This is an optimization exercise on Yosys and OpenROAD, whose aim is small area, not a production implementation.
At most, simulation tests tie the RTL to the original design; equivalence was not proved.
The clock port is modelled as an ideal driver, which makes a skipped or thinned clock tree look cheaper than it is; a real chip needs a root buffer or a tree.

==> flow/design.v <==
module main (input clk_in, start_button, T_frame_switch, ADC_SDAT, reset,
             output Hold_IV, Reset_IV, D_out,
             output ADC_SCLK, ADC_CS_N, ADC_SADDR,
             output Tx_out,
             output led, led_sw);
assign led = start_button;
assign led_sw = T_frame_switch;
assign ADC_SADDR = 1'b0;
reg p_rst, p_rec, p_hold, p_seq;
reg [5:0] K;                          
wire run = (K != 6'd19);              
wire idle = ~(p_rst | p_rec | p_hold | p_seq);
reg  [9:0]  Mo;
reg  [15:0] S;                        
wire [17:0] P = {S[15:8], Mo};
wire [7:0]  Q = S[7:0];
wire p_fb    = ~(P[17] ^ P[16]);
wire p_8001  = (P & 18'h1f145) == 18'h03045;            
wire p_wrap  = (P & 18'h1ffff) == 18'h09d83;            
wire m_rec_end = T_frame_switch ? (~P[0] & ((Q & 8'd235) == 8'd235))             
                                : (((P & 18'h3944d) == 18'h39041) & ((Q & 8'd130) == 8'd2));  
wire start   = idle & ~start_button;
wire go_rec  = p_rst  & p_8001;
wire rec_end = m_rec_end & ~run;      
wire go_hold = p_rec  & rec_end;
wire go_seq  = p_hold & p_8001;
wire tick    = p_rec  & p_wrap;
wire [17:0] P_next = (idle | tick) ? 18'h15555 : go_hold ? 18'h15556
                   : {~S[14:8], ~(p_seq ? S[7] : Mo[9]), ~Mo[8:0], p_fb};
reg [12:0] U;
wire u_fb  = ~(U[12] ^ U[9]);
wire u1    = (U & 13'h0004) == 13'h0004;    
wire u3    = (U & 13'h0010) == 13'h0010;    
wire u16   = (U & 13'h0030) == 13'h0010;    
wire u17   = (U & 13'h0108) == 13'h0100;    
wire u5208 = (U & 13'h173e) == 13'h1638;    
wire u5209 = (U & 13'h0e7d) == 13'h020d;    
wire in_adc = (K >= 6'd30 && K <= 6'd61);
reg  term;
always @* begin
    if (in_adc) term = u16;
    else case (K)
        6'd28, 6'd9: term = u1;
        6'd29: term = u17;
        6'd62: term = u3;
        6'd63, 6'd0, 6'd8, 6'd10, 6'd11: term = u5209;
        default: term = u5208;
    endcase
end
wire end_seq = p_seq & (K == 6'd10) & u1;
wire sample  = run & term & in_adc & ~K[0];
wire q_load  = (run & term & (K == 6'd18)) | (~run & idle);
wire q_fb    = ~(S[7] ^ S[2]);
always @(posedge clk_in or negedge reset) begin
    if (!reset) begin
        p_rst <= 1'b0; p_rec <= 1'b0; p_hold <= 1'b0; p_seq <= 1'b0;
        K <= 6'd19;
    end else begin
        p_rst  <= start   | (p_rst  & ~p_8001);
        p_rec  <= go_rec  | (p_rec  & ~rec_end);
        p_hold <= go_hold | (p_hold & ~p_8001);
        p_seq  <= go_seq  | (p_seq  & ~end_seq);
        if (go_seq) K <= 6'd28;
        else if (run & term) K <= K + 6'd1;
    end
end
always @(posedge clk_in) begin
    Mo <= P_next[9:0];
    if (go_seq | term | ~run) U <= 13'h1aa8;
    else U <= {~U[11:0], u_fb};
    if (sample | q_load | tick) S[7:0] <= q_load ? 8'd246 : {S[6:0], p_seq ? ADC_SDAT : q_fb};
    if (~p_seq | sample) S[15:8] <= P_next[17:10];
end
assign Reset_IV = ~p_rst;
assign Hold_IV  = ~p_hold;
assign D_out    = p_rst | p_hold;
assign ADC_CS_N = ~(K >= 6'd29 && K <= 6'd61);
assign ADC_SCLK = ~(in_adc & ~K[0]);
wire [3:0] sel = {K[3] | K[4], K[2:0]};
reg dbit;
always @* begin
    case (sel)
        4'd0: dbit = ~S[8];  4'd1: dbit = S[9];  4'd2: dbit = ~S[10]; 4'd3: dbit = S[11];
        4'd4: dbit = ~S[12]; 4'd5: dbit = S[13]; 4'd6: dbit = ~S[14]; 4'd7: dbit = S[15];
        4'd8: dbit = S[5];   4'd9: dbit = S[6];  4'd10: dbit = S[7];  4'd11: dbit = S[0];
        4'd12: dbit = S[1];  4'd13: dbit = S[2]; 4'd14: dbit = S[3];  default: dbit = S[4];
    endcase
end
wire is_data  = (K <= 6'd7) || (K >= 6'd11 && K <= 6'd18);
wire is_start = (K == 6'd63) || (K == 6'd10);
assign Tx_out = is_start ? 1'b0 : is_data ? dbit : 1'b1;
endmodule
Settings: LEC_CHECK=0, CAP_MARGIN=20, CORE_MARGIN=2, CORE_UTILIZATION=60, CTS_BUF_LIST=sky130_fd_sc_hd__clkbuf_4, CTS_CLUSTER_DIAMETER=200, CTS_CLUSTER_SIZE=40, SLEW_MARGIN=20; clock period 20.0 ns.
standard.sh (not shown) runs the stock make flow with config.mk's settings and CLKGATE_MAP_FILE= SYNTH_SCRIPT=/design/flow/synth_recipe.tcl, a recipe that flattens the netlist after the stock synthesis.
==> flow/flow/run.sh <==
#!/bin/bash
# Own layout flow: the standard flow, with
#  - the standard synthesis's combinational logic re-mapped by ABC for area
#    (every flip-flop instance, its name and its cell are kept as synthesized),
#  - port buffers of the smallest buffer cell,
#  - a clock tree of a few buffers driven by the clock port (cts_post.tcl).
# Each tool's output goes to a log file in this folder.
set -euo pipefail
HERE=$(pwd)
FL=$HERE/flow
LIB=$FLOW_HOME/platforms/$FLOW_PLATFORM/lib/sky130_fd_sc_hd__tt_025C_1v80.lib
RES=$HERE/orfs/results/$FLOW_PLATFORM/main/base
export BUFFER_PORTS_ARGS="-buffer_cell sky130_fd_sc_hd__buf_1"
export POST_CTS_TCL=$FL/cts_post.tcl
export CTS_ARGS="-sink_clustering_enable -repair_clock_nets -dont_use_dummy_load -buf_list sky130_fd_sc_hd__clkbuf_8 -sink_clustering_levels 1 -sink_clustering_size 30 -sink_clustering_max_diameter 300"

# 1. standard synthesis
bash standard.sh synth > synth.log 2>&1

# 2. re-map the combinational logic for area
python3 $FL/splitlib.py $LIB comb.lib seq.lib > splitlib.log 2>&1
DONT=$(awk '/DONT_USE_CELLS/{f=1} f{print} f&&!/\\$/{f=0}' $FLOW_HOME/platforms/$FLOW_PLATFORM/config.mk | grep -o 'sky130_fd_sc_hd__[A-Za-z0-9_]*' | sort -u)
DU=$(echo "$DONT" | sed 's/^/-dont_use /' | tr '\n' ' ')
cp $RES/1_2_yosys.v 1_2_yosys.standard.v
echo "$DONT" > dont_use.txt
grep -o 'sky130_fd_sc_hd__[a-z]*df[a-z]*_[0-9]* [^ ]*' 1_2_yosys.standard.v | sort > flops.standard.txt
# try several ABC scripts and keep the smallest netlist that keeps every
# flip-flop and uses no don't-use cell
best=""; best_area=""
for abc in $FL/remap*.abc; do
  n=$(basename $abc .abc)
  cat > $n.ys <<EOF
read_liberty -ignore_miss_func comb.lib
read_liberty -lib seq.lib
read_verilog 1_2_yosys.standard.v
hierarchy -top $FLOW_TOP
flatten
opt_clean
abc -liberty $LIB $DU -script $abc
opt_clean -purge
hilomap -singleton -hicell sky130_fd_sc_hd__conb_1 HI -locell sky130_fd_sc_hd__conb_1 LO
insbuf -buf sky130_fd_sc_hd__buf_1 A X
tee -o $n.stat stat -liberty $LIB
write_verilog -noattr -noexpr $n.v
EOF
  yosys -s $n.ys > $n.log 2>&1 || continue
  grep -o 'sky130_fd_sc_hd__[a-z]*df[a-z]*_[0-9]* [^ ]*' $n.v | sort > $n.flops.txt
  cmp -s flops.standard.txt $n.flops.txt || continue
  grep -q -w -F -f dont_use.txt $n.v && continue
  area=$(sed -n 's/.*Chip area for module.*: *\([0-9.]*\).*/\1/p' $n.stat | head -1)
  [ -n "$area" ] || continue
  echo "$n $area" >> remap_areas.log
  if [ -z "$best" ] || awk -v a="$area" -v b="$best_area" 'BEGIN{exit !(a<b)}'; then best=$n; best_area=$area; fi
done
if [ -n "$best" ]; then
  echo "using $best ($best_area)" >> remap_areas.log
  cp $best.v 1_2_yosys.remapped.v
  cp 1_2_yosys.remapped.v $RES/1_2_yosys.v
  rm -f $RES/1_synth.odb $RES/1_synth.sdc
  bash standard.sh synth > synth_odb.log 2>&1
else
  echo "no remapped netlist kept; using the standard one" >> remap_areas.log
fi

# 3. the rest of the standard flow
bash standard.sh > layout.log 2>&1
Other scripts of this flow, unchanged in this note and not shown: flow/flow/cts_post.tcl, flow/flow/remap01.abc, flow/flow/remap02.abc, flow/flow/remap03.abc, flow/flow/remap04.abc, flow/flow/remap05.abc, flow/flow/remap06.abc, flow/flow/remap07.abc, flow/flow/remap08.abc, flow/flow/remap09.abc, flow/flow/remap10.abc, flow/flow/splitlib.py
Next try:
--- a/flow/design.v
+++ b/flow/design.v
@@ -14,13 +14,13 @@
 reg  [15:0] S;                        
 wire [17:0] P = {S[15:8], Mo};
 wire [7:0]  Q = S[7:0];
 wire p_fb    = ~(P[17] ^ P[16]);
 wire p_8001  = (P & 18'h1f145) == 18'h03045;            
-wire p_wrap  = (P & 18'h1ffff) == 18'h09d83;            
-wire m_rec_end = T_frame_switch ? (~P[0] & ((Q & 8'd235) == 8'd235))             
-                                : (((P & 18'h3944d) == 18'h39041) & ((Q & 8'd130) == 8'd2));  
+wire p_wrap  = P == 18'h35f1a;                          
+wire m_rec_end = p_8001 & (T_frame_switch ? ((Q & 8'd235) == 8'd235)     
+                                          : ((Q & 8'd130) == 8'd2));     
 wire start   = idle & ~start_button;
 wire go_rec  = p_rst  & p_8001;
 wire rec_end = m_rec_end & ~run;      
 wire go_hold = p_rec  & rec_end;
 wire go_seq  = p_hold & p_8001;
The new run completed without violations; global-route usage went up by 0.25 points; cell count climbs by 0.68%; critical path depth stays the same; via count went down by 1.1%; synthesized area climbs by 1.8%; routed wire length falls by 0.93%.
For the second run of this note, only the layout was checked, not whether the RTL still works. In every run of this note, the design's own scripts or RTL, not TritonCTS, make the clock network.

separate check: timing with driven ports:
No port has a modelled driver above. Below, the same layouts with a new extraction and two added sets of constraints.
Step 1 assumes that a clkbuf_16 drives the clock port and a buf_2 every other input.
Step 2 adds t to the input delays and takes it off the output delays; t is the mean of the earliest and latest rising clock arrival at the registers after step 1. Input paths then give back, and output paths get back, about the clock's delay inside the block.
Three values: ideal, step 1, step 2; two values: the first two.
run | t (ns) | setup slack, ns | clock arrival spread, ns | cell pins on the clock port's net
the first run | 0.197 | 11.713 / 11.692 / 11.692 | 0.008 / 0.008 | 3
the second run | 0.200 | 11.715 / 11.693 / 11.693 | 0.015 / 0.015 | 3
After both steps every run listed still meets setup and hold. The setup slack of the second run, which loses most, moves by -0.022 ns with the drivers and by -0.022 ns with both steps.
